This design comes from an exercise in tuning for small area on the open sky130 flow, not from production work. No functional check of the RTL was part of any run shown here.

### flow/design.v
package neural_compressor_pkg;
    parameter int DATA_WIDTH = 32;         
    typedef struct packed {
        logic [15:0] sample_count;
        logic [15:0] spike_count;
        logic [7:0]  compression_ratio;
        logic        overflow;
    } compress_stats_t;
endpackage
import neural_compressor_pkg::*;
module fixed_point_filter
(
    input  logic                    clk,
    input  logic                    rst_n,
    input  logic [DATA_WIDTH-1:0]   data_in,
    input  logic                    valid_in,
    output logic                    ready_out,
    output logic [DATA_WIDTH-1:0]   data_out,
    output logic                    valid_out,
    input  logic                    ready_in,
    input  logic                    taken,
    output logic [DATA_WIDTH-1:0]   delta_out
);
    logic [3:0] cnt;
    logic       fresh;     
    logic [31:0] xr;       
    logic [10:0] hx;       
    logic [13:0] hf;       
    logic [31:0] yr;       
    logic [31:0] s1, s2, s3, s4;  
    logic [31:0] dr;       
    logic        dz;       
    wire idle  = (cnt == 4'd0);
    wire outc  = (cnt == 4'd11);
    wire last  = outc & ~valid_out;
    wire shy   = (~idle & ~outc) | last;
    wire shs   = ((cnt >= 4'd4) & ~outc) | last;
    wire clrh  = idle | outc;
    wire c4    = (cnt == 4'd4);
    assign ready_out = idle;
    assign data_out  = yr;
    assign delta_out = dz ? 32'd0 : dr;
    always_ff @(posedge clk or negedge rst_n) begin
        if (!rst_n) begin
            cnt       <= 4'd0;
            valid_out <= 1'b0;
            fresh     <= 1'b1;
        end else begin
            valid_out <= outc;
            if (last) fresh <= 1'b0;
            if (idle) begin
                if (valid_in) cnt <= 4'd1;
            end else if (outc) begin
                if (ready_in) cnt <= 4'd0;
            end else begin
                cnt <= cnt + 4'd1;
            end
        end
    end
    wire [3:0] xs  = idle ? data_in[3:0] : xr[7:4];
    wire [3:0] hdx = idle ? 4'd0 : xr[3:0];
    wire [18:0] wx = {xs, hdx, hx};
    wire [7:0] yg  = fresh ? 8'd0 : yr[7:0];
    wire [3:0] fs  = clrh ? yg[3:0] : yg[7:4];
    wire [3:0] hdf = idle ? 4'd0 : yg[3:0];
    wire [21:0] wf = {fs, hdf, hf};
    logic cy1, cy2, cy3, cy4, cy6, cy7, cy8, cy9, cy10, cy12, cy13, cy14, cy16, cy17, cy18, cy19, cy20, cy21, cy22, cy23, cy25, cy26, cy27, cy28, cy29, cy30, cy31, cy33, cy34, cy35, cy36, cy37, cy39, cy40, cy41, cy42, cy43, cy44, cy45, cy46, cy47, cy49, cy50;
    wire [3:0] a1g = fresh ? 4'd0 : s1[3:0];
    wire [3:0] a2g = fresh ? 4'd0 : s2[3:0];
    wire [3:0] a3g = fresh ? 4'd0 : s3[3:0];
    wire [3:0] a4g = fresh ? 4'd0 : s4[3:0];
    wire [3:0] dg  = dz ? 4'd0 : dr[3:0];
    wire ci1 = cy1 & ~idle;
    wire [4:0] k1;
    wire [3:0] sm1;
    assign k1[0] = ci1;
    assign sm1[0] = wx[18:15][0] ^ wx[16:13][0] ^ k1[0];
    assign k1[1] = (wx[18:15][0] & wx[16:13][0]) | (k1[0] & (wx[18:15][0] ^ wx[16:13][0]));
    assign sm1[1] = wx[18:15][1] ^ wx[16:13][1] ^ k1[1];
    assign k1[2] = (wx[18:15][1] & wx[16:13][1]) | (k1[1] & (wx[18:15][1] ^ wx[16:13][1]));
    assign sm1[2] = wx[18:15][2] ^ wx[16:13][2] ^ k1[2];
    assign k1[3] = (wx[18:15][2] & wx[16:13][2]) | (k1[2] & (wx[18:15][2] ^ wx[16:13][2]));
    assign sm1[3] = wx[18:15][3] ^ wx[16:13][3] ^ k1[3];
    assign k1[4] = (wx[18:15][3] & wx[16:13][3]) | (k1[3] & (wx[18:15][3] ^ wx[16:13][3]));
    wire ci2 = cy2 & ~idle;
    wire [4:0] k2;
    wire [3:0] sm2;
    assign k2[0] = ci2;
    assign sm2[0] = sm1[0] ^ wx[14:11][0] ^ k2[0];
    assign k2[1] = (sm1[0] & wx[14:11][0]) | (k2[0] & (sm1[0] ^ wx[14:11][0]));
    assign sm2[1] = sm1[1] ^ wx[14:11][1] ^ k2[1];
    assign k2[2] = (sm1[1] & wx[14:11][1]) | (k2[1] & (sm1[1] ^ wx[14:11][1]));
    assign sm2[2] = sm1[2] ^ wx[14:11][2] ^ k2[2];
    assign k2[3] = (sm1[2] & wx[14:11][2]) | (k2[2] & (sm1[2] ^ wx[14:11][2]));
    assign sm2[3] = sm1[3] ^ wx[14:11][3] ^ k2[3];
    assign k2[4] = (sm1[3] & wx[14:11][3]) | (k2[3] & (sm1[3] ^ wx[14:11][3]));
    wire ci3 = cy3 & ~idle;
    wire [4:0] k3;
    wire [3:0] sm3;
    assign k3[0] = ci3;
    assign sm3[0] = sm2[0] ^ wx[11:8][0] ^ k3[0];
    assign k3[1] = (sm2[0] & wx[11:8][0]) | (k3[0] & (sm2[0] ^ wx[11:8][0]));
    assign sm3[1] = sm2[1] ^ wx[11:8][1] ^ k3[1];
    assign k3[2] = (sm2[1] & wx[11:8][1]) | (k3[1] & (sm2[1] ^ wx[11:8][1]));
    assign sm3[2] = sm2[2] ^ wx[11:8][2] ^ k3[2];
    assign k3[3] = (sm2[2] & wx[11:8][2]) | (k3[2] & (sm2[2] ^ wx[11:8][2]));
    assign sm3[3] = sm2[3] ^ wx[11:8][3] ^ k3[3];
    assign k3[4] = (sm2[3] & wx[11:8][3]) | (k3[3] & (sm2[3] ^ wx[11:8][3]));
    wire ci4 = cy4 & ~idle;
    wire [4:0] k4;
    wire [3:0] sm4;
    assign k4[0] = ci4;
    assign sm4[0] = sm3[0] ^ wx[9:6][0] ^ k4[0];
    assign k4[1] = (sm3[0] & wx[9:6][0]) | (k4[0] & (sm3[0] ^ wx[9:6][0]));
    assign sm4[1] = sm3[1] ^ wx[9:6][1] ^ k4[1];
    assign k4[2] = (sm3[1] & wx[9:6][1]) | (k4[1] & (sm3[1] ^ wx[9:6][1]));
    assign sm4[2] = sm3[2] ^ wx[9:6][2] ^ k4[2];
    assign k4[3] = (sm3[2] & wx[9:6][2]) | (k4[2] & (sm3[2] ^ wx[9:6][2]));
    assign sm4[3] = sm3[3] ^ wx[9:6][3] ^ k4[3];
    assign k4[4] = (sm3[3] & wx[9:6][3]) | (k4[3] & (sm3[3] ^ wx[9:6][3]));
    wire [3:0] n5 = ~sm4;
    wire ci6 = cy6 | idle;
    wire [4:0] k6;
    wire [3:0] sm6;
    assign k6[0] = ci6;
    assign sm6[0] = n5[0] ^ wx[6:3][0] ^ k6[0];
    assign k6[1] = (n5[0] & wx[6:3][0]) | (k6[0] & (n5[0] ^ wx[6:3][0]));
    assign sm6[1] = n5[1] ^ wx[6:3][1] ^ k6[1];
    assign k6[2] = (n5[1] & wx[6:3][1]) | (k6[1] & (n5[1] ^ wx[6:3][1]));
    assign sm6[2] = n5[2] ^ wx[6:3][2] ^ k6[2];
    assign k6[3] = (n5[2] & wx[6:3][2]) | (k6[2] & (n5[2] ^ wx[6:3][2]));
    assign sm6[3] = n5[3] ^ wx[6:3][3] ^ k6[3];
    assign k6[4] = (n5[3] & wx[6:3][3]) | (k6[3] & (n5[3] ^ wx[6:3][3]));
    wire ci7 = cy7 & ~idle;
    wire [4:0] k7;
    wire [3:0] sm7;
    assign k7[0] = ci7;
    assign sm7[0] = wx[15:12][0] ^ wx[13:10][0] ^ k7[0];
    assign k7[1] = (wx[15:12][0] & wx[13:10][0]) | (k7[0] & (wx[15:12][0] ^ wx[13:10][0]));
    assign sm7[1] = wx[15:12][1] ^ wx[13:10][1] ^ k7[1];
    assign k7[2] = (wx[15:12][1] & wx[13:10][1]) | (k7[1] & (wx[15:12][1] ^ wx[13:10][1]));
    assign sm7[2] = wx[15:12][2] ^ wx[13:10][2] ^ k7[2];
    assign k7[3] = (wx[15:12][2] & wx[13:10][2]) | (k7[2] & (wx[15:12][2] ^ wx[13:10][2]));
    assign sm7[3] = wx[15:12][3] ^ wx[13:10][3] ^ k7[3];
    assign k7[4] = (wx[15:12][3] & wx[13:10][3]) | (k7[3] & (wx[15:12][3] ^ wx[13:10][3]));
    wire ci8 = cy8 & ~idle;
    wire [4:0] k8;
    wire [3:0] sm8;
    assign k8[0] = ci8;
    assign sm8[0] = sm7[0] ^ wx[7:4][0] ^ k8[0];
    assign k8[1] = (sm7[0] & wx[7:4][0]) | (k8[0] & (sm7[0] ^ wx[7:4][0]));
    assign sm8[1] = sm7[1] ^ wx[7:4][1] ^ k8[1];
    assign k8[2] = (sm7[1] & wx[7:4][1]) | (k8[1] & (sm7[1] ^ wx[7:4][1]));
    assign sm8[2] = sm7[2] ^ wx[7:4][2] ^ k8[2];
    assign k8[3] = (sm7[2] & wx[7:4][2]) | (k8[2] & (sm7[2] ^ wx[7:4][2]));
    assign sm8[3] = sm7[3] ^ wx[7:4][3] ^ k8[3];
    assign k8[4] = (sm7[3] & wx[7:4][3]) | (k8[3] & (sm7[3] ^ wx[7:4][3]));
    wire ci9 = cy9 & ~idle;
    wire [4:0] k9;
    wire [3:0] sm9;
    assign k9[0] = ci9;
    assign sm9[0] = sm8[0] ^ wx[5:2][0] ^ k9[0];
    assign k9[1] = (sm8[0] & wx[5:2][0]) | (k9[0] & (sm8[0] ^ wx[5:2][0]));
    assign sm9[1] = sm8[1] ^ wx[5:2][1] ^ k9[1];
    assign k9[2] = (sm8[1] & wx[5:2][1]) | (k9[1] & (sm8[1] ^ wx[5:2][1]));
    assign sm9[2] = sm8[2] ^ wx[5:2][2] ^ k9[2];
    assign k9[3] = (sm8[2] & wx[5:2][2]) | (k9[2] & (sm8[2] ^ wx[5:2][2]));
    assign sm9[3] = sm8[3] ^ wx[5:2][3] ^ k9[3];
    assign k9[4] = (sm8[3] & wx[5:2][3]) | (k9[3] & (sm8[3] ^ wx[5:2][3]));
    wire ci10 = cy10 & ~idle;
    wire [4:0] k10;
    wire [3:0] sm10;
    assign k10[0] = ci10;
    assign sm10[0] = sm9[0] ^ wx[3:0][0] ^ k10[0];
    assign k10[1] = (sm9[0] & wx[3:0][0]) | (k10[0] & (sm9[0] ^ wx[3:0][0]));
    assign sm10[1] = sm9[1] ^ wx[3:0][1] ^ k10[1];
    assign k10[2] = (sm9[1] & wx[3:0][1]) | (k10[1] & (sm9[1] ^ wx[3:0][1]));
    assign sm10[2] = sm9[2] ^ wx[3:0][2] ^ k10[2];
    assign k10[3] = (sm9[2] & wx[3:0][2]) | (k10[2] & (sm9[2] ^ wx[3:0][2]));
    assign sm10[3] = sm9[3] ^ wx[3:0][3] ^ k10[3];
    assign k10[4] = (sm9[3] & wx[3:0][3]) | (k10[3] & (sm9[3] ^ wx[3:0][3]));
    wire [3:0] n11 = ~sm10;
    wire ci12 = cy12 | idle;
    wire [4:0] k12;
    wire [3:0] sm12;
    assign k12[0] = ci12;
    assign sm12[0] = n11[0] ^ wx[17:14][0] ^ k12[0];
    assign k12[1] = (n11[0] & wx[17:14][0]) | (k12[0] & (n11[0] ^ wx[17:14][0]));
    assign sm12[1] = n11[1] ^ wx[17:14][1] ^ k12[1];
    assign k12[2] = (n11[1] & wx[17:14][1]) | (k12[1] & (n11[1] ^ wx[17:14][1]));
    assign sm12[2] = n11[2] ^ wx[17:14][2] ^ k12[2];
    assign k12[3] = (n11[2] & wx[17:14][2]) | (k12[2] & (n11[2] ^ wx[17:14][2]));
    assign sm12[3] = n11[3] ^ wx[17:14][3] ^ k12[3];
    assign k12[4] = (n11[3] & wx[17:14][3]) | (k12[3] & (n11[3] ^ wx[17:14][3]));
    wire ci13 = cy13 & ~idle;
    wire [4:0] k13;
    wire [3:0] sm13;
    assign k13[0] = ci13;
    assign sm13[0] = sm12[0] ^ wx[11:8][0] ^ k13[0];
    assign k13[1] = (sm12[0] & wx[11:8][0]) | (k13[0] & (sm12[0] ^ wx[11:8][0]));
    assign sm13[1] = sm12[1] ^ wx[11:8][1] ^ k13[1];
    assign k13[2] = (sm12[1] & wx[11:8][1]) | (k13[1] & (sm12[1] ^ wx[11:8][1]));
    assign sm13[2] = sm12[2] ^ wx[11:8][2] ^ k13[2];
    assign k13[3] = (sm12[2] & wx[11:8][2]) | (k13[2] & (sm12[2] ^ wx[11:8][2]));
    assign sm13[3] = sm12[3] ^ wx[11:8][3] ^ k13[3];
    assign k13[4] = (sm12[3] & wx[11:8][3]) | (k13[3] & (sm12[3] ^ wx[11:8][3]));
    wire ci14 = cy14 & ~idle;
    wire [4:0] k14;
    wire [3:0] sm14;
    assign k14[0] = ci14;
    assign sm14[0] = sm13[0] ^ wx[9:6][0] ^ k14[0];
    assign k14[1] = (sm13[0] & wx[9:6][0]) | (k14[0] & (sm13[0] ^ wx[9:6][0]));
    assign sm14[1] = sm13[1] ^ wx[9:6][1] ^ k14[1];
    assign k14[2] = (sm13[1] & wx[9:6][1]) | (k14[1] & (sm13[1] ^ wx[9:6][1]));
    assign sm14[2] = sm13[2] ^ wx[9:6][2] ^ k14[2];
    assign k14[3] = (sm13[2] & wx[9:6][2]) | (k14[2] & (sm13[2] ^ wx[9:6][2]));
    assign sm14[3] = sm13[3] ^ wx[9:6][3] ^ k14[3];
    assign k14[4] = (sm13[3] & wx[9:6][3]) | (k14[3] & (sm13[3] ^ wx[9:6][3]));
    wire [3:0] n15 = ~wf[9:6];
    wire ci16 = cy16 & ~idle;
    wire [4:0] k16;
    wire [3:0] sm16;
    assign k16[0] = ci16;
    assign sm16[0] = n15[0] ^ wf[19:16][0] ^ k16[0];
    assign k16[1] = (n15[0] & wf[19:16][0]) | (k16[0] & (n15[0] ^ wf[19:16][0]));
    assign sm16[1] = n15[1] ^ wf[19:16][1] ^ k16[1];
    assign k16[2] = (n15[1] & wf[19:16][1]) | (k16[1] & (n15[1] ^ wf[19:16][1]));
    assign sm16[2] = n15[2] ^ wf[19:16][2] ^ k16[2];
    assign k16[3] = (n15[2] & wf[19:16][2]) | (k16[2] & (n15[2] ^ wf[19:16][2]));
    assign sm16[3] = n15[3] ^ wf[19:16][3] ^ k16[3];
    assign k16[4] = (n15[3] & wf[19:16][3]) | (k16[3] & (n15[3] ^ wf[19:16][3]));
    wire ci17 = cy17 & ~idle;
    wire [4:0] k17;
    wire [3:0] sm17;
    assign k17[0] = ci17;
    assign sm17[0] = sm16[0] ^ wf[16:13][0] ^ k17[0];
    assign k17[1] = (sm16[0] & wf[16:13][0]) | (k17[0] & (sm16[0] ^ wf[16:13][0]));
    assign sm17[1] = sm16[1] ^ wf[16:13][1] ^ k17[1];
    assign k17[2] = (sm16[1] & wf[16:13][1]) | (k17[1] & (sm16[1] ^ wf[16:13][1]));
    assign sm17[2] = sm16[2] ^ wf[16:13][2] ^ k17[2];
    assign k17[3] = (sm16[2] & wf[16:13][2]) | (k17[2] & (sm16[2] ^ wf[16:13][2]));
    assign sm17[3] = sm16[3] ^ wf[16:13][3] ^ k17[3];
    assign k17[4] = (sm16[3] & wf[16:13][3]) | (k17[3] & (sm16[3] ^ wf[16:13][3]));
    wire ci18 = cy18 & ~idle;
    wire [4:0] k18;
    wire [3:0] sm18;
    assign k18[0] = ci18;
    assign sm18[0] = sm17[0] ^ wf[14:11][0] ^ k18[0];
    assign k18[1] = (sm17[0] & wf[14:11][0]) | (k18[0] & (sm17[0] ^ wf[14:11][0]));
    assign sm18[1] = sm17[1] ^ wf[14:11][1] ^ k18[1];
    assign k18[2] = (sm17[1] & wf[14:11][1]) | (k18[1] & (sm17[1] ^ wf[14:11][1]));
    assign sm18[2] = sm17[2] ^ wf[14:11][2] ^ k18[2];
    assign k18[3] = (sm17[2] & wf[14:11][2]) | (k18[2] & (sm17[2] ^ wf[14:11][2]));
    assign sm18[3] = sm17[3] ^ wf[14:11][3] ^ k18[3];
    assign k18[4] = (sm17[3] & wf[14:11][3]) | (k18[3] & (sm17[3] ^ wf[14:11][3]));
    wire ci19 = cy19 & ~idle;
    wire [4:0] k19;
    wire [3:0] sm19;
    assign k19[0] = ci19;
    assign sm19[0] = sm18[0] ^ wf[6:3][0] ^ k19[0];
    assign k19[1] = (sm18[0] & wf[6:3][0]) | (k19[0] & (sm18[0] ^ wf[6:3][0]));
    assign sm19[1] = sm18[1] ^ wf[6:3][1] ^ k19[1];
    assign k19[2] = (sm18[1] & wf[6:3][1]) | (k19[1] & (sm18[1] ^ wf[6:3][1]));
    assign sm19[2] = sm18[2] ^ wf[6:3][2] ^ k19[2];
    assign k19[3] = (sm18[2] & wf[6:3][2]) | (k19[2] & (sm18[2] ^ wf[6:3][2]));
    assign sm19[3] = sm18[3] ^ wf[6:3][3] ^ k19[3];
    assign k19[4] = (sm18[3] & wf[6:3][3]) | (k19[3] & (sm18[3] ^ wf[6:3][3]));
    wire ci20 = cy20 & ~idle;
    wire [4:0] k20;
    wire [3:0] sm20;
    assign k20[0] = ci20;
    assign sm20[0] = sm19[0] ^ wf[4:1][0] ^ k20[0];
    assign k20[1] = (sm19[0] & wf[4:1][0]) | (k20[0] & (sm19[0] ^ wf[4:1][0]));
    assign sm20[1] = sm19[1] ^ wf[4:1][1] ^ k20[1];
    assign k20[2] = (sm19[1] & wf[4:1][1]) | (k20[1] & (sm19[1] ^ wf[4:1][1]));
    assign sm20[2] = sm19[2] ^ wf[4:1][2] ^ k20[2];
    assign k20[3] = (sm19[2] & wf[4:1][2]) | (k20[2] & (sm19[2] ^ wf[4:1][2]));
    assign sm20[3] = sm19[3] ^ wf[4:1][3] ^ k20[3];
    assign k20[4] = (sm19[3] & wf[4:1][3]) | (k20[3] & (sm19[3] ^ wf[4:1][3]));
    wire ci21 = cy21 & ~idle;
    wire [4:0] k21;
    wire [3:0] sm21;
    assign k21[0] = ci21;
    assign sm21[0] = wf[20:17][0] ^ wf[17:14][0] ^ k21[0];
    assign k21[1] = (wf[20:17][0] & wf[17:14][0]) | (k21[0] & (wf[20:17][0] ^ wf[17:14][0]));
    assign sm21[1] = wf[20:17][1] ^ wf[17:14][1] ^ k21[1];
    assign k21[2] = (wf[20:17][1] & wf[17:14][1]) | (k21[1] & (wf[20:17][1] ^ wf[17:14][1]));
    assign sm21[2] = wf[20:17][2] ^ wf[17:14][2] ^ k21[2];
    assign k21[3] = (wf[20:17][2] & wf[17:14][2]) | (k21[2] & (wf[20:17][2] ^ wf[17:14][2]));
    assign sm21[3] = wf[20:17][3] ^ wf[17:14][3] ^ k21[3];
    assign k21[4] = (wf[20:17][3] & wf[17:14][3]) | (k21[3] & (wf[20:17][3] ^ wf[17:14][3]));
    wire ci22 = cy22 & ~idle;
    wire [4:0] k22;
    wire [3:0] sm22;
    assign k22[0] = ci22;
    assign sm22[0] = sm21[0] ^ wf[15:12][0] ^ k22[0];
    assign k22[1] = (sm21[0] & wf[15:12][0]) | (k22[0] & (sm21[0] ^ wf[15:12][0]));
    assign sm22[1] = sm21[1] ^ wf[15:12][1] ^ k22[1];
    assign k22[2] = (sm21[1] & wf[15:12][1]) | (k22[1] & (sm21[1] ^ wf[15:12][1]));
    assign sm22[2] = sm21[2] ^ wf[15:12][2] ^ k22[2];
    assign k22[3] = (sm21[2] & wf[15:12][2]) | (k22[2] & (sm21[2] ^ wf[15:12][2]));
    assign sm22[3] = sm21[3] ^ wf[15:12][3] ^ k22[3];
    assign k22[4] = (sm21[3] & wf[15:12][3]) | (k22[3] & (sm21[3] ^ wf[15:12][3]));
    wire ci23 = cy23 & ~idle;
    wire [4:0] k23;
    wire [3:0] sm23;
    assign k23[0] = ci23;
    assign sm23[0] = sm22[0] ^ wf[3:0][0] ^ k23[0];
    assign k23[1] = (sm22[0] & wf[3:0][0]) | (k23[0] & (sm22[0] ^ wf[3:0][0]));
    assign sm23[1] = sm22[1] ^ wf[3:0][1] ^ k23[1];
    assign k23[2] = (sm22[1] & wf[3:0][1]) | (k23[1] & (sm22[1] ^ wf[3:0][1]));
    assign sm23[2] = sm22[2] ^ wf[3:0][2] ^ k23[2];
    assign k23[3] = (sm22[2] & wf[3:0][2]) | (k23[2] & (sm22[2] ^ wf[3:0][2]));
    assign sm23[3] = sm22[3] ^ wf[3:0][3] ^ k23[3];
    assign k23[4] = (sm22[3] & wf[3:0][3]) | (k23[3] & (sm22[3] ^ wf[3:0][3]));
    wire [3:0] n24 = ~sm23;
    wire ci25 = cy25 & ~idle;
    wire [4:0] k25;
    wire [3:0] sm25;
    assign k25[0] = ci25;
    assign sm25[0] = n24[0] ^ wf[10:7][0] ^ k25[0];
    assign k25[1] = (n24[0] & wf[10:7][0]) | (k25[0] & (n24[0] ^ wf[10:7][0]));
    assign sm25[1] = n24[1] ^ wf[10:7][1] ^ k25[1];
    assign k25[2] = (n24[1] & wf[10:7][1]) | (k25[1] & (n24[1] ^ wf[10:7][1]));
    assign sm25[2] = n24[2] ^ wf[10:7][2] ^ k25[2];
    assign k25[3] = (n24[2] & wf[10:7][2]) | (k25[2] & (n24[2] ^ wf[10:7][2]));
    assign sm25[3] = n24[3] ^ wf[10:7][3] ^ k25[3];
    assign k25[4] = (n24[3] & wf[10:7][3]) | (k25[3] & (n24[3] ^ wf[10:7][3]));
    wire ci26 = cy26 & ~idle;
    wire [4:0] k26;
    wire [3:0] sm26;
    assign k26[0] = ci26;
    assign sm26[0] = sm25[0] ^ wf[7:4][0] ^ k26[0];
    assign k26[1] = (sm25[0] & wf[7:4][0]) | (k26[0] & (sm25[0] ^ wf[7:4][0]));
    assign sm26[1] = sm25[1] ^ wf[7:4][1] ^ k26[1];
    assign k26[2] = (sm25[1] & wf[7:4][1]) | (k26[1] & (sm25[1] ^ wf[7:4][1]));
    assign sm26[2] = sm25[2] ^ wf[7:4][2] ^ k26[2];
    assign k26[3] = (sm25[2] & wf[7:4][2]) | (k26[2] & (sm25[2] ^ wf[7:4][2]));
    assign sm26[3] = sm25[3] ^ wf[7:4][3] ^ k26[3];
    assign k26[4] = (sm25[3] & wf[7:4][3]) | (k26[3] & (sm25[3] ^ wf[7:4][3]));
    wire ci27 = cy27 & ~idle;
    wire [4:0] k27;
    wire [3:0] sm27;
    assign k27[0] = ci27;
    assign sm27[0] = sm26[0] ^ wf[5:2][0] ^ k27[0];
    assign k27[1] = (sm26[0] & wf[5:2][0]) | (k27[0] & (sm26[0] ^ wf[5:2][0]));
    assign sm27[1] = sm26[1] ^ wf[5:2][1] ^ k27[1];
    assign k27[2] = (sm26[1] & wf[5:2][1]) | (k27[1] & (sm26[1] ^ wf[5:2][1]));
    assign sm27[2] = sm26[2] ^ wf[5:2][2] ^ k27[2];
    assign k27[3] = (sm26[2] & wf[5:2][2]) | (k27[2] & (sm26[2] ^ wf[5:2][2]));
    assign sm27[3] = sm26[3] ^ wf[5:2][3] ^ k27[3];
    assign k27[4] = (sm26[3] & wf[5:2][3]) | (k27[3] & (sm26[3] ^ wf[5:2][3]));
    wire ci28 = cy28 & ~idle;
    wire [4:0] k28;
    wire [3:0] sm28;
    assign k28[0] = ci28;
    assign sm28[0] = wf[21:18][0] ^ wf[17:14][0] ^ k28[0];
    assign k28[1] = (wf[21:18][0] & wf[17:14][0]) | (k28[0] & (wf[21:18][0] ^ wf[17:14][0]));
    assign sm28[1] = wf[21:18][1] ^ wf[17:14][1] ^ k28[1];
    assign k28[2] = (wf[21:18][1] & wf[17:14][1]) | (k28[1] & (wf[21:18][1] ^ wf[17:14][1]));
    assign sm28[2] = wf[21:18][2] ^ wf[17:14][2] ^ k28[2];
    assign k28[3] = (wf[21:18][2] & wf[17:14][2]) | (k28[2] & (wf[21:18][2] ^ wf[17:14][2]));
    assign sm28[3] = wf[21:18][3] ^ wf[17:14][3] ^ k28[3];
    assign k28[4] = (wf[21:18][3] & wf[17:14][3]) | (k28[3] & (wf[21:18][3] ^ wf[17:14][3]));
    wire ci29 = cy29 & ~idle;
    wire [4:0] k29;
    wire [3:0] sm29;
    assign k29[0] = ci29;
    assign sm29[0] = sm28[0] ^ wf[13:10][0] ^ k29[0];
    assign k29[1] = (sm28[0] & wf[13:10][0]) | (k29[0] & (sm28[0] ^ wf[13:10][0]));
    assign sm29[1] = sm28[1] ^ wf[13:10][1] ^ k29[1];
    assign k29[2] = (sm28[1] & wf[13:10][1]) | (k29[1] & (sm28[1] ^ wf[13:10][1]));
    assign sm29[2] = sm28[2] ^ wf[13:10][2] ^ k29[2];
    assign k29[3] = (sm28[2] & wf[13:10][2]) | (k29[2] & (sm28[2] ^ wf[13:10][2]));
    assign sm29[3] = sm28[3] ^ wf[13:10][3] ^ k29[3];
    assign k29[4] = (sm28[3] & wf[13:10][3]) | (k29[3] & (sm28[3] ^ wf[13:10][3]));
    wire ci30 = cy30 & ~idle;
    wire [4:0] k30;
    wire [3:0] sm30;
    assign k30[0] = ci30;
    assign sm30[0] = sm29[0] ^ wf[9:6][0] ^ k30[0];
    assign k30[1] = (sm29[0] & wf[9:6][0]) | (k30[0] & (sm29[0] ^ wf[9:6][0]));
    assign sm30[1] = sm29[1] ^ wf[9:6][1] ^ k30[1];
    assign k30[2] = (sm29[1] & wf[9:6][1]) | (k30[1] & (sm29[1] ^ wf[9:6][1]));
    assign sm30[2] = sm29[2] ^ wf[9:6][2] ^ k30[2];
    assign k30[3] = (sm29[2] & wf[9:6][2]) | (k30[2] & (sm29[2] ^ wf[9:6][2]));
    assign sm30[3] = sm29[3] ^ wf[9:6][3] ^ k30[3];
    assign k30[4] = (sm29[3] & wf[9:6][3]) | (k30[3] & (sm29[3] ^ wf[9:6][3]));
    wire ci31 = cy31 & ~idle;
    wire [4:0] k31;
    wire [3:0] sm31;
    assign k31[0] = ci31;
    assign sm31[0] = sm30[0] ^ wf[7:4][0] ^ k31[0];
    assign k31[1] = (sm30[0] & wf[7:4][0]) | (k31[0] & (sm30[0] ^ wf[7:4][0]));
    assign sm31[1] = sm30[1] ^ wf[7:4][1] ^ k31[1];
    assign k31[2] = (sm30[1] & wf[7:4][1]) | (k31[1] & (sm30[1] ^ wf[7:4][1]));
    assign sm31[2] = sm30[2] ^ wf[7:4][2] ^ k31[2];
    assign k31[3] = (sm30[2] & wf[7:4][2]) | (k31[2] & (sm30[2] ^ wf[7:4][2]));
    assign sm31[3] = sm30[3] ^ wf[7:4][3] ^ k31[3];
    assign k31[4] = (sm30[3] & wf[7:4][3]) | (k31[3] & (sm30[3] ^ wf[7:4][3]));
    wire [3:0] n32 = ~sm31;
    wire ci33 = cy33 & ~idle;
    wire [4:0] k33;
    wire [3:0] sm33;
    assign k33[0] = ci33;
    assign sm33[0] = n32[0] ^ wf[19:16][0] ^ k33[0];
    assign k33[1] = (n32[0] & wf[19:16][0]) | (k33[0] & (n32[0] ^ wf[19:16][0]));
    assign sm33[1] = n32[1] ^ wf[19:16][1] ^ k33[1];
    assign k33[2] = (n32[1] & wf[19:16][1]) | (k33[1] & (n32[1] ^ wf[19:16][1]));
    assign sm33[2] = n32[2] ^ wf[19:16][2] ^ k33[2];
    assign k33[3] = (n32[2] & wf[19:16][2]) | (k33[2] & (n32[2] ^ wf[19:16][2]));
    assign sm33[3] = n32[3] ^ wf[19:16][3] ^ k33[3];
    assign k33[4] = (n32[3] & wf[19:16][3]) | (k33[3] & (n32[3] ^ wf[19:16][3]));
    wire ci34 = cy34 & ~idle;
    wire [4:0] k34;
    wire [3:0] sm34;
    assign k34[0] = ci34;
    assign sm34[0] = sm33[0] ^ wf[15:12][0] ^ k34[0];
    assign k34[1] = (sm33[0] & wf[15:12][0]) | (k34[0] & (sm33[0] ^ wf[15:12][0]));
    assign sm34[1] = sm33[1] ^ wf[15:12][1] ^ k34[1];
    assign k34[2] = (sm33[1] & wf[15:12][1]) | (k34[1] & (sm33[1] ^ wf[15:12][1]));
    assign sm34[2] = sm33[2] ^ wf[15:12][2] ^ k34[2];
    assign k34[3] = (sm33[2] & wf[15:12][2]) | (k34[2] & (sm33[2] ^ wf[15:12][2]));
    assign sm34[3] = sm33[3] ^ wf[15:12][3] ^ k34[3];
    assign k34[4] = (sm33[3] & wf[15:12][3]) | (k34[3] & (sm33[3] ^ wf[15:12][3]));
    wire ci35 = cy35 & ~idle;
    wire [4:0] k35;
    wire [3:0] sm35;
    assign k35[0] = ci35;
    assign sm35[0] = sm34[0] ^ wf[11:8][0] ^ k35[0];
    assign k35[1] = (sm34[0] & wf[11:8][0]) | (k35[0] & (sm34[0] ^ wf[11:8][0]));
    assign sm35[1] = sm34[1] ^ wf[11:8][1] ^ k35[1];
    assign k35[2] = (sm34[1] & wf[11:8][1]) | (k35[1] & (sm34[1] ^ wf[11:8][1]));
    assign sm35[2] = sm34[2] ^ wf[11:8][2] ^ k35[2];
    assign k35[3] = (sm34[2] & wf[11:8][2]) | (k35[2] & (sm34[2] ^ wf[11:8][2]));
    assign sm35[3] = sm34[3] ^ wf[11:8][3] ^ k35[3];
    assign k35[4] = (sm34[3] & wf[11:8][3]) | (k35[3] & (sm34[3] ^ wf[11:8][3]));
    wire ci36 = cy36 & ~idle;
    wire [4:0] k36;
    wire [3:0] sm36;
    assign k36[0] = ci36;
    assign sm36[0] = sm35[0] ^ wf[4:1][0] ^ k36[0];
    assign k36[1] = (sm35[0] & wf[4:1][0]) | (k36[0] & (sm35[0] ^ wf[4:1][0]));
    assign sm36[1] = sm35[1] ^ wf[4:1][1] ^ k36[1];
    assign k36[2] = (sm35[1] & wf[4:1][1]) | (k36[1] & (sm35[1] ^ wf[4:1][1]));
    assign sm36[2] = sm35[2] ^ wf[4:1][2] ^ k36[2];
    assign k36[3] = (sm35[2] & wf[4:1][2]) | (k36[2] & (sm35[2] ^ wf[4:1][2]));
    assign sm36[3] = sm35[3] ^ wf[4:1][3] ^ k36[3];
    assign k36[4] = (sm35[3] & wf[4:1][3]) | (k36[3] & (sm35[3] ^ wf[4:1][3]));
    wire ci37 = cy37 & ~idle;
    wire [4:0] k37;
    wire [3:0] sm37;
    assign k37[0] = ci37;
    assign sm37[0] = wf[21:18][0] ^ wf[7:4][0] ^ k37[0];
    assign k37[1] = (wf[21:18][0] & wf[7:4][0]) | (k37[0] & (wf[21:18][0] ^ wf[7:4][0]));
    assign sm37[1] = wf[21:18][1] ^ wf[7:4][1] ^ k37[1];
    assign k37[2] = (wf[21:18][1] & wf[7:4][1]) | (k37[1] & (wf[21:18][1] ^ wf[7:4][1]));
    assign sm37[2] = wf[21:18][2] ^ wf[7:4][2] ^ k37[2];
    assign k37[3] = (wf[21:18][2] & wf[7:4][2]) | (k37[2] & (wf[21:18][2] ^ wf[7:4][2]));
    assign sm37[3] = wf[21:18][3] ^ wf[7:4][3] ^ k37[3];
    assign k37[4] = (wf[21:18][3] & wf[7:4][3]) | (k37[3] & (wf[21:18][3] ^ wf[7:4][3]));
    wire [3:0] n38 = ~sm37;
    wire ci39 = cy39 & ~idle;
    wire [4:0] k39;
    wire [3:0] sm39;
    assign k39[0] = ci39;
    assign sm39[0] = n38[0] ^ wf[17:14][0] ^ k39[0];
    assign k39[1] = (n38[0] & wf[17:14][0]) | (k39[0] & (n38[0] ^ wf[17:14][0]));
    assign sm39[1] = n38[1] ^ wf[17:14][1] ^ k39[1];
    assign k39[2] = (n38[1] & wf[17:14][1]) | (k39[1] & (n38[1] ^ wf[17:14][1]));
    assign sm39[2] = n38[2] ^ wf[17:14][2] ^ k39[2];
    assign k39[3] = (n38[2] & wf[17:14][2]) | (k39[2] & (n38[2] ^ wf[17:14][2]));
    assign sm39[3] = n38[3] ^ wf[17:14][3] ^ k39[3];
    assign k39[4] = (n38[3] & wf[17:14][3]) | (k39[3] & (n38[3] ^ wf[17:14][3]));
    wire ci40 = cy40 & ~idle;
    wire [4:0] k40;
    wire [3:0] sm40;
    assign k40[0] = ci40;
    assign sm40[0] = sm39[0] ^ wf[14:11][0] ^ k40[0];
    assign k40[1] = (sm39[0] & wf[14:11][0]) | (k40[0] & (sm39[0] ^ wf[14:11][0]));
    assign sm40[1] = sm39[1] ^ wf[14:11][1] ^ k40[1];
    assign k40[2] = (sm39[1] & wf[14:11][1]) | (k40[1] & (sm39[1] ^ wf[14:11][1]));
    assign sm40[2] = sm39[2] ^ wf[14:11][2] ^ k40[2];
    assign k40[3] = (sm39[2] & wf[14:11][2]) | (k40[2] & (sm39[2] ^ wf[14:11][2]));
    assign sm40[3] = sm39[3] ^ wf[14:11][3] ^ k40[3];
    assign k40[4] = (sm39[3] & wf[14:11][3]) | (k40[3] & (sm39[3] ^ wf[14:11][3]));
    wire ci41 = cy41 & ~idle;
    wire [4:0] k41;
    wire [3:0] sm41;
    assign k41[0] = ci41;
    assign sm41[0] = sm40[0] ^ wf[12:9][0] ^ k41[0];
    assign k41[1] = (sm40[0] & wf[12:9][0]) | (k41[0] & (sm40[0] ^ wf[12:9][0]));
    assign sm41[1] = sm40[1] ^ wf[12:9][1] ^ k41[1];
    assign k41[2] = (sm40[1] & wf[12:9][1]) | (k41[1] & (sm40[1] ^ wf[12:9][1]));
    assign sm41[2] = sm40[2] ^ wf[12:9][2] ^ k41[2];
    assign k41[3] = (sm40[2] & wf[12:9][2]) | (k41[2] & (sm40[2] ^ wf[12:9][2]));
    assign sm41[3] = sm40[3] ^ wf[12:9][3] ^ k41[3];
    assign k41[4] = (sm40[3] & wf[12:9][3]) | (k41[3] & (sm40[3] ^ wf[12:9][3]));
    wire ci42 = cy42 & ~c4;
    wire [4:0] k42;
    wire [3:0] sm42;
    assign k42[0] = ci42;
    assign sm42[0] = a1g[0] ^ sm6[0] ^ k42[0];
    assign k42[1] = (a1g[0] & sm6[0]) | (k42[0] & (a1g[0] ^ sm6[0]));
    assign sm42[1] = a1g[1] ^ sm6[1] ^ k42[1];
    assign k42[2] = (a1g[1] & sm6[1]) | (k42[1] & (a1g[1] ^ sm6[1]));
    assign sm42[2] = a1g[2] ^ sm6[2] ^ k42[2];
    assign k42[3] = (a1g[2] & sm6[2]) | (k42[2] & (a1g[2] ^ sm6[2]));
    assign sm42[3] = a1g[3] ^ sm6[3] ^ k42[3];
    assign k42[4] = (a1g[3] & sm6[3]) | (k42[3] & (a1g[3] ^ sm6[3]));
    wire ci43 = cy43 | c4;
    wire [4:0] k43;
    wire [3:0] sm43;
    assign k43[0] = ci43;
    assign sm43[0] = a2g[0] ^ sm20[0] ^ k43[0];
    assign k43[1] = (a2g[0] & sm20[0]) | (k43[0] & (a2g[0] ^ sm20[0]));
    assign sm43[1] = a2g[1] ^ sm20[1] ^ k43[1];
    assign k43[2] = (a2g[1] & sm20[1]) | (k43[1] & (a2g[1] ^ sm20[1]));
    assign sm43[2] = a2g[2] ^ sm20[2] ^ k43[2];
    assign k43[3] = (a2g[2] & sm20[2]) | (k43[2] & (a2g[2] ^ sm20[2]));
    assign sm43[3] = a2g[3] ^ sm20[3] ^ k43[3];
    assign k43[4] = (a2g[3] & sm20[3]) | (k43[3] & (a2g[3] ^ sm20[3]));
    wire ci44 = cy44 | c4;
    wire [4:0] k44;
    wire [3:0] sm44;
    assign k44[0] = ci44;
    assign sm44[0] = a3g[0] ^ sm14[0] ^ k44[0];
    assign k44[1] = (a3g[0] & sm14[0]) | (k44[0] & (a3g[0] ^ sm14[0]));
    assign sm44[1] = a3g[1] ^ sm14[1] ^ k44[1];
    assign k44[2] = (a3g[1] & sm14[1]) | (k44[1] & (a3g[1] ^ sm14[1]));
    assign sm44[2] = a3g[2] ^ sm14[2] ^ k44[2];
    assign k44[3] = (a3g[2] & sm14[2]) | (k44[2] & (a3g[2] ^ sm14[2]));
    assign sm44[3] = a3g[3] ^ sm14[3] ^ k44[3];
    assign k44[4] = (a3g[3] & sm14[3]) | (k44[3] & (a3g[3] ^ sm14[3]));
    wire ci45 = cy45 & ~c4;
    wire [4:0] k45;
    wire [3:0] sm45;
    assign k45[0] = ci45;
    assign sm45[0] = sm44[0] ^ sm27[0] ^ k45[0];
    assign k45[1] = (sm44[0] & sm27[0]) | (k45[0] & (sm44[0] ^ sm27[0]));
    assign sm45[1] = sm44[1] ^ sm27[1] ^ k45[1];
    assign k45[2] = (sm44[1] & sm27[1]) | (k45[1] & (sm44[1] ^ sm27[1]));
    assign sm45[2] = sm44[2] ^ sm27[2] ^ k45[2];
    assign k45[3] = (sm44[2] & sm27[2]) | (k45[2] & (sm44[2] ^ sm27[2]));
    assign sm45[3] = sm44[3] ^ sm27[3] ^ k45[3];
    assign k45[4] = (sm44[3] & sm27[3]) | (k45[3] & (sm44[3] ^ sm27[3]));
    wire ci46 = cy46 | c4;
    wire [4:0] k46;
    wire [3:0] sm46;
    assign k46[0] = ci46;
    assign sm46[0] = a4g[0] ^ sm36[0] ^ k46[0];
    assign k46[1] = (a4g[0] & sm36[0]) | (k46[0] & (a4g[0] ^ sm36[0]));
    assign sm46[1] = a4g[1] ^ sm36[1] ^ k46[1];
    assign k46[2] = (a4g[1] & sm36[1]) | (k46[1] & (a4g[1] ^ sm36[1]));
    assign sm46[2] = a4g[2] ^ sm36[2] ^ k46[2];
    assign k46[3] = (a4g[2] & sm36[2]) | (k46[2] & (a4g[2] ^ sm36[2]));
    assign sm46[3] = a4g[3] ^ sm36[3] ^ k46[3];
    assign k46[4] = (a4g[3] & sm36[3]) | (k46[3] & (a4g[3] ^ sm36[3]));
    wire ci47 = cy47 | c4;
    wire [4:0] k47;
    wire [3:0] sm47;
    assign k47[0] = ci47;
    assign sm47[0] = sm6[0] ^ sm41[0] ^ k47[0];
    assign k47[1] = (sm6[0] & sm41[0]) | (k47[0] & (sm6[0] ^ sm41[0]));
    assign sm47[1] = sm6[1] ^ sm41[1] ^ k47[1];
    assign k47[2] = (sm6[1] & sm41[1]) | (k47[1] & (sm6[1] ^ sm41[1]));
    assign sm47[2] = sm6[2] ^ sm41[2] ^ k47[2];
    assign k47[3] = (sm6[2] & sm41[2]) | (k47[2] & (sm6[2] ^ sm41[2]));
    assign sm47[3] = sm6[3] ^ sm41[3] ^ k47[3];
    assign k47[4] = (sm6[3] & sm41[3]) | (k47[3] & (sm6[3] ^ sm41[3]));
    wire [3:0] n48 = ~hf[5:2];
    wire ci49 = cy49 | c4;
    wire [4:0] k49;
    wire [3:0] sm49;
    assign k49[0] = ci49;
    assign sm49[0] = dg[0] ^ sm42[0] ^ k49[0];
    assign k49[1] = (dg[0] & sm42[0]) | (k49[0] & (dg[0] ^ sm42[0]));
    assign sm49[1] = dg[1] ^ sm42[1] ^ k49[1];
    assign k49[2] = (dg[1] & sm42[1]) | (k49[1] & (dg[1] ^ sm42[1]));
    assign sm49[2] = dg[2] ^ sm42[2] ^ k49[2];
    assign k49[3] = (dg[2] & sm42[2]) | (k49[2] & (dg[2] ^ sm42[2]));
    assign sm49[3] = dg[3] ^ sm42[3] ^ k49[3];
    assign k49[4] = (dg[3] & sm42[3]) | (k49[3] & (dg[3] ^ sm42[3]));
    wire ci50 = cy50 & ~c4;
    wire [4:0] k50;
    wire [3:0] sm50;
    assign k50[0] = ci50;
    assign sm50[0] = sm49[0] ^ n48[0] ^ k50[0];
    assign k50[1] = (sm49[0] & n48[0]) | (k50[0] & (sm49[0] ^ n48[0]));
    assign sm50[1] = sm49[1] ^ n48[1] ^ k50[1];
    assign k50[2] = (sm49[1] & n48[1]) | (k50[1] & (sm49[1] ^ n48[1]));
    assign sm50[2] = sm49[2] ^ n48[2] ^ k50[2];
    assign k50[3] = (sm49[2] & n48[2]) | (k50[2] & (sm49[2] ^ n48[2]));
    assign sm50[3] = sm49[3] ^ n48[3] ^ k50[3];
    assign k50[4] = (sm49[3] & n48[3]) | (k50[3] & (sm49[3] ^ n48[3]));
    always_ff @(posedge clk) begin
        xr <= idle ? data_in : {{4{xr[31]}}, xr[31:4]};
        hx <= clrh ? 11'd0 : {xr[3:0], hx[10:4]};
        hf <= clrh ? 14'd0 : {yg[3:0], hf[13:4]};
        cy1 <= k1[4];
        cy2 <= k2[4];
        cy3 <= k3[4];
        cy4 <= k4[4];
        cy6 <= k6[4];
        cy7 <= k7[4];
        cy8 <= k8[4];
        cy9 <= k9[4];
        cy10 <= k10[4];
        cy12 <= k12[4];
        cy13 <= k13[4];
        cy14 <= k14[4];
        cy16 <= k16[4];
        cy17 <= k17[4];
        cy18 <= k18[4];
        cy19 <= k19[4];
        cy20 <= k20[4];
        cy21 <= k21[4];
        cy22 <= k22[4];
        cy23 <= k23[4];
        cy25 <= k25[4];
        cy26 <= k26[4];
        cy27 <= k27[4];
        cy28 <= k28[4];
        cy29 <= k29[4];
        cy30 <= k30[4];
        cy31 <= k31[4];
        cy33 <= k33[4];
        cy34 <= k34[4];
        cy35 <= k35[4];
        cy36 <= k36[4];
        cy37 <= k37[4];
        cy39 <= k39[4];
        cy40 <= k40[4];
        cy41 <= k41[4];
        cy42 <= k42[4];
        cy43 <= k43[4];
        cy44 <= k44[4];
        cy45 <= k45[4];
        cy46 <= k46[4];
        cy47 <= k47[4];
        cy49 <= k49[4];
        cy50 <= k50[4];
        if (taken) dz <= 1'b1;
        else if (last) dz <= 1'b0;
        if (shy) yr <= {(cnt <= 4'd3) ? {4{yr[31]}} : sm42, yr[31:4]};
        if (shs) begin
            s1 <= {sm43, s1[31:4]};
            s2 <= {sm45, s2[31:4]};
            s3 <= {sm46, s3[31:4]};
            s4 <= {sm47, s4[31:4]};
            dr <= {sm50, dr[31:4]};
        end
    end
endmodule
import neural_compressor_pkg::*;
module spike_detector
(
    input  logic                    clk,
    input  logic                    rst_n,
    input  logic [DATA_WIDTH-1:0]   data_in,
    input  logic                    valid_in,
    output logic                    spike_detected,
    output logic                    valid_out,
    input  logic                    ready_in,
    input  logic [DATA_WIDTH-1:0]   threshold,
    output logic [15:0]             spike_count
);
    logic [4:0] wcnt;
    logic       window_full;
    logic       spike_flag;
    logic [3:0] refractory_counter;
    wire take = valid_in & ready_in;
    wire        neg = data_in[DATA_WIDTH-1];
    wire [31:0] mag = data_in ^ {32{neg}};
    wire [32:0] cmp = {1'b0, mag} + {1'b0, ~threshold} + {32'd0, neg};
    wire threshold_exceeded = cmp[32];
    always_ff @(posedge clk or negedge rst_n) begin
        if (!rst_n) begin
            wcnt <= '0;
            window_full <= '0;
            spike_count <= '0;
            spike_flag <= '0;
            refractory_counter <= '0;
            spike_detected <= '0;
            valid_out <= '0;
        end else begin
            valid_out <= take | (valid_out & valid_in & ~ready_in);
            if (take) begin
                spike_detected <= spike_flag;
                if (!window_full) begin
                    wcnt <= wcnt + 5'd1;
                    window_full <= (wcnt == 5'd31);
                end
                if (refractory_counter != 4'd0) begin
                    refractory_counter <= refractory_counter - 4'd1;
                    spike_flag <= 1'b0;
                end else if (threshold_exceeded && window_full) begin
                    spike_flag <= 1'b1;
                    spike_count <= spike_count + 16'd1;
                    refractory_counter <= 4'd8;
                end else begin
                    spike_flag <= 1'b0;
                end
            end else begin
                spike_flag <= 1'b0;
            end
        end
    end
endmodule
import neural_compressor_pkg::*;
module delta_compressor
(
    input  logic                    clk,
    input  logic                    rst_n,
    input  logic [DATA_WIDTH-1:0]   data_in,
    input  logic [DATA_WIDTH-1:0]   delta_in,      
    input  logic                    spike_in,
    input  logic                    valid_in,
    input  logic                    ready_in,
    output logic [DATA_WIDTH-1:0]   compressed_out,
    output logic [1:0]              packet_type,   
    output logic                    valid_out,
    output neural_compressor_pkg::compress_stats_t stats,
    output logic                    take
);
    logic first_sample;
    logic [15:0] sample_cnt, spike_cnt;
    logic ratio_set;
    assign take = valid_in & ready_in;
    wire raw  = spike_in | first_sample;
    always_ff @(posedge clk or negedge rst_n) begin
        if (!rst_n) begin
            compressed_out <= '0;
            packet_type <= '0;
            valid_out <= '0;
            first_sample <= '1;
            sample_cnt <= '0;
            spike_cnt <= '0;
            ratio_set <= '0;
        end else begin
            valid_out <= take;
            ratio_set <= 1'b1;
            sample_cnt <= sample_cnt + {15'd0, valid_out};
            spike_cnt <= spike_cnt + {15'd0, valid_out & packet_type[1] & ~packet_type[0]};
            if (take) begin
                compressed_out <= raw ? data_in : delta_in;
                packet_type <= {raw, ~spike_in & first_sample};
                first_sample <= 1'b0;
            end
        end
    end
    assign stats.sample_count = sample_cnt;
    assign stats.spike_count = spike_cnt;
    assign stats.compression_ratio = {1'b0, ratio_set, ratio_set, 2'b00, ratio_set, 2'b00};
    assign stats.overflow = 1'b0;
endmodule
import neural_compressor_pkg::*;
module neural_compressor_top
(
    input  logic        clk,
    input  logic        rst_n,
    input  logic [DATA_WIDTH-1:0]   s_axis_tdata,
    input  logic                    s_axis_tvalid,
    output logic                    s_axis_tready,
    input  logic                    s_axis_tlast,
    output logic [DATA_WIDTH-1:0]   m_axis_tdata,
    output logic [1:0]              m_axis_tuser,   
    output logic                    m_axis_tvalid,
    input  logic                    m_axis_tready,
    output logic                    m_axis_tlast,
    input  logic [DATA_WIDTH-1:0]   cfg_threshold,
    input  logic                    cfg_enable,
    output neural_compressor_pkg::compress_stats_t         stats,
    output logic [15:0]             spike_count
);
    logic [DATA_WIDTH-1:0] filtered_data;
    logic filtered_valid;
    logic spike_detected;
    logic detected_valid;
    logic [DATA_WIDTH-1:0] delta;
    logic taken;
    fixed_point_filter u_filter (
        .clk        (clk),
        .rst_n      (rst_n),
        .data_in    (s_axis_tdata),
        .valid_in   (s_axis_tvalid && cfg_enable),
        .ready_out  (s_axis_tready),
        .data_out   (filtered_data),
        .valid_out  (filtered_valid),
        .ready_in   (m_axis_tready),
        .taken      (taken),
        .delta_out  (delta)
    );
    spike_detector u_detector (
        .clk            (clk),
        .rst_n          (rst_n),
        .data_in        (filtered_data),
        .valid_in       (filtered_valid),
        .spike_detected (spike_detected),
        .valid_out      (detected_valid),
        .ready_in       (m_axis_tready),
        .threshold      (cfg_threshold),
        .spike_count    (spike_count)
    );
    delta_compressor u_compressor (
        .clk            (clk),
        .rst_n          (rst_n),
        .data_in        (filtered_data),
        .delta_in       (delta),
        .spike_in       (spike_detected),
        .valid_in       (detected_valid),
        .ready_in       (m_axis_tready),
        .compressed_out (m_axis_tdata),
        .packet_type    (m_axis_tuser),
        .valid_out      (m_axis_tvalid),
        .stats          (stats),
        .take           (taken)
    );
    logic tlast_pending;
    always_ff @(posedge clk or negedge rst_n) begin
        if (!rst_n) begin
            tlast_pending <= '0;
            m_axis_tlast <= '0;
        end else begin
            if (s_axis_tvalid && s_axis_tready && s_axis_tlast)
                tlast_pending <= '1;
            if (m_axis_tvalid && m_axis_tready && tlast_pending) begin
                m_axis_tlast <= '1;
                tlast_pending <= '0;
            end else begin
                m_axis_tlast <= '0;
            end
        end
    end
endmodule
### flow/run.sh
#!/bin/bash
# synth_recipe.tcl (not shown) runs the flow's synth.tcl, then flattens the netlist and writes it again
# the make line also repeats each setting of config.mk as NAME=value (left out here)
make -C /OpenROAD-flow-scripts/flow DESIGN_CONFIG=/design/flow/config.mk WORK_HOME=/design/flow/orfs CLKGATE_MAP_FILE= SYNTH_SCRIPT=/design/flow/synth_recipe.tcl finish
### flow/config.mk
export PLATFORM = sky130hd
export DESIGN_NAME = neural_compressor_top
export DESIGN_NICKNAME = neural_compressor_top
export VERILOG_FILES = /design/flow/design.v
export SDC_FILE = /design/flow/constraint.sdc
export NUM_CORES = 8
export LEC_CHECK = 0
export CAP_MARGIN = 20
export CORE_MARGIN = 2
export CORE_UTILIZATION = 40
export CTS_BUF_LIST = sky130_fd_sc_hd__clkbuf_4
export SLEW_MARGIN = 20
### flow/constraint.sdc
create_clock -name core_clock -period 120.0 [get_ports {clk}]
set_input_delay 24.0000 -clock core_clock [delete_from_list [all_inputs] [get_ports {clk}]]
set_output_delay 24.0000 -clock core_clock [all_outputs]
set_load 0.01 [all_outputs]
==> impl_metrics.json, run 1 <==
{
  "outcome": "timing/DRC/antenna clean",
  "clock_path_buffers": 3,
  "grt-ovfl-total": 0,
  "drt_iter0_markers": 528,
  "die_h_um": 216,
  "syn_inst": 1322,
  "crit_required_ns": 120.68,
  "tns_ns": 0,
  "yosys.cell_count.top_type": "edfxtp_1",
  "pre_cts_slack_ns": 92.85,
  "port_buffers": 157,
  "crit_arrival_ns": 27.04,
  "num_vias": 10300,
  "firstDrtPassIters": 4,
  "areaGrowthSynthToFinish_pct": 20.8,
  "max_cap_violations": 0,
  "setup_ws_ns": 93.63,
  "fin_crit_sh_pct": 22.0,
  "relSlewSlack_pct": 29.6,
  "viasPerCell": 4.62,
  "postRouteAntennaNets": 0,
  "critPathMaxStageDelay_ns": 0.56,
  "yosys-top-cells-count": "edfxtp_1, nand2_1, fa_1",
  "cts.root.buffer_cell": "clkbuf_4",
  "start_kind": "input pin",
  "dieArea_um2": 46500,
  "grt_pass1_wl_um": 56500,
  "yosysWarnings": 4,
  "cp-end-kind": "flop",
  "drc": 0,
  "die_w_um": 216,
  "synthArstFlopShare_pct": 26.8,
  "reg2reg_depth": 20,
  "synth.area.top_cells": "edfxtp_1, fa_1, dfrtp_1, dfxtp_1, nand2_1",
  "synth-main-ff-cell": "edfxtp_1",
  "hold_path_depth": 0,
  "htreeDepth": 3,
  "post-cts-setup-buffers": 0,
  "design_area_um2": 21600,
  "io_pins": 164,
  "fmax_mhz": 37.9,
  "dpl.hpwl_um": 23400,
  "routed_wirelength_um": 34600,
  "synth_edf_count": 193,
  "initial_utilization_pct": 40.5,
  "antenna_found_initial": 2,
  "drive_gt1_share_pct": 13.4,
  "grt_max_degree": 91,
  "r2r_slack_ns": 112.46,
  "placed_cells": 2040,
  "rsz0062_at_grt": "no",
  "place_area_um2": 20100,
  "fin_nets": 1814,
  "worst_pin_slew_ns": 1.05,
  "cts-buffers-inserted": 102,
  "hold_viol_final": 0,
  "hold_class": "flop to flop",
  "layout_min_cycle_time_ns": 26.37,
  "core.rowCount": 77,
  "yosysSeqAreaShare_pct": 58.0,
  "hp-start": "u_filter.s1[6]",
  "cp_common_cell": "or4_4",
  "layout.cells.non_filler": 2233,
  "grt_pass1_vias": 10900,
  "core_um2": 44200,
  "clock_skew_ns": 0.0617,
  "synth.distinct_cells": 51,
  "setup_viol": 0,
  "postCtsResizedCells": 0,
  "r2r_end": "u_filter.s3[31]",
  "finalMaxSlewViolations": 0,
  "clk_latency_ns": 0.81,
  "syn_avg_cell_area_um2": 13.6,
  "yosys.area.top_type_share_pct": 32.3,
  "synth_area_um2": 17900,
  "place_congestion": 0.787,
  "worst-path-max-fanout": 15,
  "cts_sinks": 396,
  "grtUsageTotal_pct": 15.4,
  "avgRoutedWirePerCell_um": 15.5,
  "hold_end": "u_filter.s1[2]",
  "cts_hold_buf": 0,
  "critical_path_class": "input pin to flop",
  "rr_startpoint": "u_filter.cnt[0]",
  "crit_chain": "clkdlybuf4s50_1, inv_1, ha_1, nand4b_4, or4_4, or4_4, a31oi_4, o21ai_2, mux2_4",
  "crit_path_top_delay_cell": "or4_4",
  "ys_seq_elements": 396,
  "yosys.area.top_type": "edfxtp_1",
  "clk_pin_slew_ns": 0.07,
  "cts_tree": "built"
}
==> critical path: cells and delay by family <==
| kind | cells | cell delay, ns |
|---|---|---|
| AND/OR/NAND/NOR | 3 | 1.19 |
| AO/OA/AOI/OAI | 2 | 0.69 |
| buffers and inverters | 2 | 0.49 |
| adder cells (fa/ha/maj) | 1 | 0.33 |
| multiplexers | 1 | 0.32 |
==> flip-flops by register name, summed over array words and instances (netlist names), 2 cells and up <==
register / count
u_filter.yr: 32
u_compressor.packet_type: 2
u_filter.dr: 32
u_compressor.compressed_out: 32
u_filter.cnt: 4
u_filter.hx: 11
u_detector.wcnt: 5
u_detector.spike_count: 16
u_compressor.sample_cnt: 16
u_filter.s2: 32
u_filter.s3: 32
u_filter.hf: 14
u_compressor.spike_cnt: 16
u_detector.refractory_counter: 4
u_filter.s1: 32
u_filter.s4: 32
u_filter.xr: 32
==> kinds of logic (layout without fill, tap and decap cells) <==
| logic type | count (synthesis) | count (layout) | synth area share, % |
|---|---|---|---|
| xor gates and xnor gates | 77 | 77 | 3.76 |
| buffers and inverters | 176 | 488 | 3.93 |
| AOI/OAI and AO/OA | 123 | 123 | 4.15 |
| DFF | 396 | 396 | 58.0 |
| adders and majority gates | 191 | 191 | 19.7 |
| and+or+nand+nor | 348 | 348 | 9.85 |
| other | 2 | 9 | 0.0419 |
| muxes | 9 | 9 | 0.559 |
==> through the flow <==
stage,util (%),hold slack [ns]
6_report,49.0,0.387
4_1_cts,48.9,0.395
3_5_place_dp,45.5,0.405
2_1_floorplan,-,0.399
5_1_grt,49.0,0.402
3_3_place_gp,45.5,0.401
==> layer usage <==
layer	vias to the layer above	global-route usage (%)	share of wire, %
met5	-	0	0
met4	0	5.38	1.8
met3	53	3.71	5.0
met2	250	23.9	47
met1	5134	21.2	46
li1	4885	-	-
==> worst max path at each step <==
| stage | from | slack, ns | cells after the start | to |
|---|---|---|---|---|
| 3_3_place_gp | cfg_threshold[29] | 92.87 | 9 | u_detector.spike_count[1] |
| 3_5_place_dp | cfg_threshold[29] | 92.85 | 9 | u_detector.spike_count[1] |
| 6_report | cfg_threshold[29] | 93.63 | 9 | u_detector.spike_count[1] |
| 2_1_floorplan | cfg_threshold[29] | 93.75 | 8 | u_detector.spike_count[1] |
| 5_1_grt | u_filter.cnt[1] | 93.52 | 5 | s_axis_tready |
| 4_1_cts | u_filter.cnt[0] | 93.61 | 5 | s_axis_tready |
==> cells in the final DEF (no fill, tap or decap), types with 5 or more instances in the layout <==
cell type and count:
edfxtp_1 193, nor2_1 23, nor2b_1 13, nand4_1 5, and3_1 33, a21oi_1 47, dfxtp_1 97, nand3_1 14
o21ai_0 44, nand2_1 163, buf_4 12, clkbuf_4 173, nand2b_1 17, inv_1 127, ha_1 39, nor3b_1 32
fa_1 152, dfrtp_1 104, conb_1 7, o211ai_2 7, xor2_1 43, and2_1 29, clkinv_1 11, clkdlybuf4s50_1 156
xnor2_1 34
==> cell type report <==
class | count | area (um^2)
Fill cell | 3931 | 22600
Sequential cell | 396 | 10400
Multi-Input combinational cell | 755 | 6870
Timing Repair Buffer | 170 | 1690
Clock buffer | 173 | 1300
Tap cell | 592 | 741
Inverter | 128 | 480
Clock inverter | 17 | 173
Antenna cell | 2 | 5.00
==> inputs of run 2 (changes only) <==
--- a/flow/config.mk
+++ b/flow/config.mk
@@ -7,6 +7,7 @@
 export LEC_CHECK = 0
 export CAP_MARGIN = 20
 export CORE_MARGIN = 2
-export CORE_UTILIZATION = 40
-export CTS_BUF_LIST = sky130_fd_sc_hd__clkbuf_4
+export CORE_UTILIZATION = 60
+export CTS_BUF_LIST = sky130_fd_sc_hd__clkbuf_2
+export CTS_CLUSTER_SIZE = 20
 export SLEW_MARGIN = 20
==> impl_metrics.json, run 2 <==
{
  "synth_area_um2": 17900,
  "grt_max_degree": 82,
  "avgRoutedWirePerCell_um": 16.0,
  "hp-start": "u_filter.s3[24]",
  "met3_usage_pct": 4.77,
  "synth-main-ff-cell": "edfxtp_1",
  "core_um2": 29600,
  "r2r_end": "u_filter.s2[31]",
  "grt-ovfl-total": 0,
  "antenna_found_initial": 1,
  "critPathMaxStageDelay_ns": 0.61,
  "gr-usage-met2_pct": 35.9,
  "postCtsResizedCells": 0,
  "fmax_mhz": 36.8,
  "die_w_um": 177,
  "drc": 0,
  "crit_path_top_delay_cell": "buf_4",
  "io_pins": 164,
  "cts_tree": "built",
  "dieArea_um2": 31300,
  "mostFrequentLayoutCell": "edfxtp_1",
  "num_vias": 10200,
  "dpl.hpwl_um": 22200,
  "die_h_um": 177,
  "worst-path-max-fanout": 78,
  "synth.area.top_cells": "edfxtp_1, fa_1, dfrtp_1, dfxtp_1, nand2_1",
  "yosys.cell_count.top_type": "edfxtp_1",
  "cp_common_cell": "buf_4",
  "syn_inst": 1322,
  "yosys.area.top_type_share_pct": 32.3,
  "port_buffers": 157,
  "cts.root.buffer_cell": "clkbuf_2",
  "place_congestion": 0.801,
  "yosysSeqAreaShare_pct": 58.0,
  "synth_edf_count": 193,
  "clk_pin_slew_ns": 0.11,
  "crit_required_ns": 96.00,
  "outcome": "timing/DRC/antenna clean",
  "max_cap_violations": 0,
  "clock_path_buffers": 3,
  "cts-buffers-inserted": 99,
  "worst_pin_slew_ns": 1.03,
  "areaGrowthSynthToFinish_pct": 16.3,
  "grtUsageTotal_pct": 22.0,
  "firstDrtPassIters": 4,
  "viasPerCell": 5.02,
  "grt_pass1_wl_um": 53500,
  "layout_min_cycle_time_ns": 27.17,
  "routed_wirelength_um": 32400,
  "layout_common_cells": "edfxtp_1, nand2_1, clkbuf_2, clkdlybuf4s50_1, fa_1",
  "yosys-top-cells-count": "edfxtp_1, nand2_1, fa_1",
  "grtUsageMet1_pct": 30.0,
  "finalMaxSlewViolations": 0,
  "synth.distinct_cells": 51,
  "place_area_um2": 19900,
  "syn_avg_cell_area_um2": 13.6,
  "drive_gt1_share_pct": 12.4,
  "rr_startpoint": "u_filter.cnt[0]",
  "tns_ns": 0,
  "relSlewSlack_pct": 31.1,
  "critical_path_class": "flop to primary output",
  "yosys.area.top_type": "edfxtp_1",
  "drt_iter0_markers": 619,
  "start_kind": "flop",
  "initial_utilization_pct": 60.6,
  "design_area_um2": 20800,
  "fillers": 2186,
  "ys_seq_elements": 396,
  "register_area_um2": 10400,
  "fin_nets": 1809,
  "yosysWarnings": 4,
  "clk_latency_ns": 0.93,
  "fin_crit_sh_pct": 22.6,
  "htreeDepth": 3,
  "cp-end-kind": "primary output",
  "hold_class": "flop to flop",
  "rsz0062_at_grt": "no",
  "hold_end": "u_filter.s3[20]",
  "crit_chain": "inv_1, ha_1, nand2_2, buf_4, inv_2, buf_4, clkdlybuf4s50_1",
  "r2r_slack_ns": 112.44,
  "cts_hold_buf": 0,
  "crit_arrival_ns": 3.17,
  "clock_skew_ns": 0.108,
  "multi_input_area_um2": 6870,
  "busiest_layer": "met2",
  "postRouteAntennaNets": 0,
  "reg2reg_depth": 19,
  "hold_viol_final": 0,
  "setup_viol": 0,
  "hold_path_depth": 0,
  "core.rowCount": 63,
  "cts_sinks": 396,
  "grt_pass1_vias": 10700,
  "post-cts-setup-buffers": 0,
  "synthArstFlopShare_pct": 26.8
}
-- run 2: cell counts after synthesis --
Identical to the previous run, type by type.
-- run 2: area by class of cell --
class | instances | area share (%)
flip-flops and latches | 396 | 49.9
multi-input cells | 755 | 33.0
repair buffers | 168 | 7.93
clock buffers | 156 | 3.75
well taps | 390 | 2.34
inverters | 128 | 2.31
clock inverters | 31 | 0.787
diodes | 1 | 0.0120
-- run 2: how the worst max path moves through the flow --
stage                     cells past startpoint                         to               from
after floorplan                               8  u_detector.spike_count[1]  cfg_threshold[29]
after global placement                        9  u_detector.spike_count[1]  cfg_threshold[29]
after detailed placement                      9  u_detector.spike_count[1]  cfg_threshold[29]
after CTS                                     7              s_axis_tready    u_filter.cnt[0]
after global routing                          7              s_axis_tready    u_filter.cnt[0]
final                                         7              s_axis_tready    u_filter.cnt[0]
-- run 2: stage by stage --
stage | std cells | utilization (%) | setup slack, ns | hold slack [ns]
6_report | 2025 | 70.5 | 92.83 | 0.389
2_1_floorplan | 1327 | - | 93.75 | 0.399
4_1_cts | 2024 | 70.4 | 92.75 | 0.344
3_5_place_dp | 1837 | 67.2 | 92.85 | 0.405
5_1_grt | 2025 | 70.5 | 92.53 | 0.382
3_3_place_gp | 1837 | 67.2 | 92.88 | 0.400
-- run 2: logic make-up (layout without fill, tap and decap cells) --
kind of cell	count (synthesis)	in the layout	synth area share, %
other cells	2	8	0.0419
fa+ha+maj	191	191	19.7
simple gates	348	348	9.85
mux	9	9	0.559
flops	396	396	58.0
compound gates	123	123	4.15
xor+xnor	77	77	3.76
buf+inv	176	483	3.93
-- run 2: critical path: cells and delay by family (launching register included) --
kind	cells	cell delay, ns
adder cells (fa/ha/maj)	1	0.23
buffers and inverters	5	1.53
flip-flops	1	0.41
AND/OR/NAND/NOR	1	0.07
-- run 2: layer usage --
metal,vias to the layer above,routed length (um)
met2,249,15600
met3,38,1680
li1,4866,-
met5,-,0
met4,0,437
met1,5006,14700

-- what the ideal ports hide --
How much do the figures lean on ideal ports? The routed layouts below were timed once more, with nothing changed but the port constraints. Step 1 sets driving cells, clkbuf_16 on the clock port and buf_2 on the other inputs (assumed; they add their load-dependent delay and slew). Step 2 also shifts input and output timing later by t, the mid clock arrival at the registers, as if the neighbouring blocks saw the same clock. Slacks: no drivers / after step 1 / after step 2; pairs: no drivers / after step 1.
| run | t (ns) | slack for setup (ns) | latest minus earliest clock arrival (ns) | pins driven straight from the clock port |
|---|---|---|---|---|
| run 1 | 0.832 | 93.633 / 93.653 / 92.821 | 0.062 / 0.062 | 1 |
| run 2 | 0.922 | 92.834 / 92.788 / 92.886 | 0.118 / 0.118 | 1 |
After both steps setup and hold are still met in every run listed. The setup slack of run 1, which loses most, moves by +0.020 ns with the drivers and by -0.812 ns with both steps.
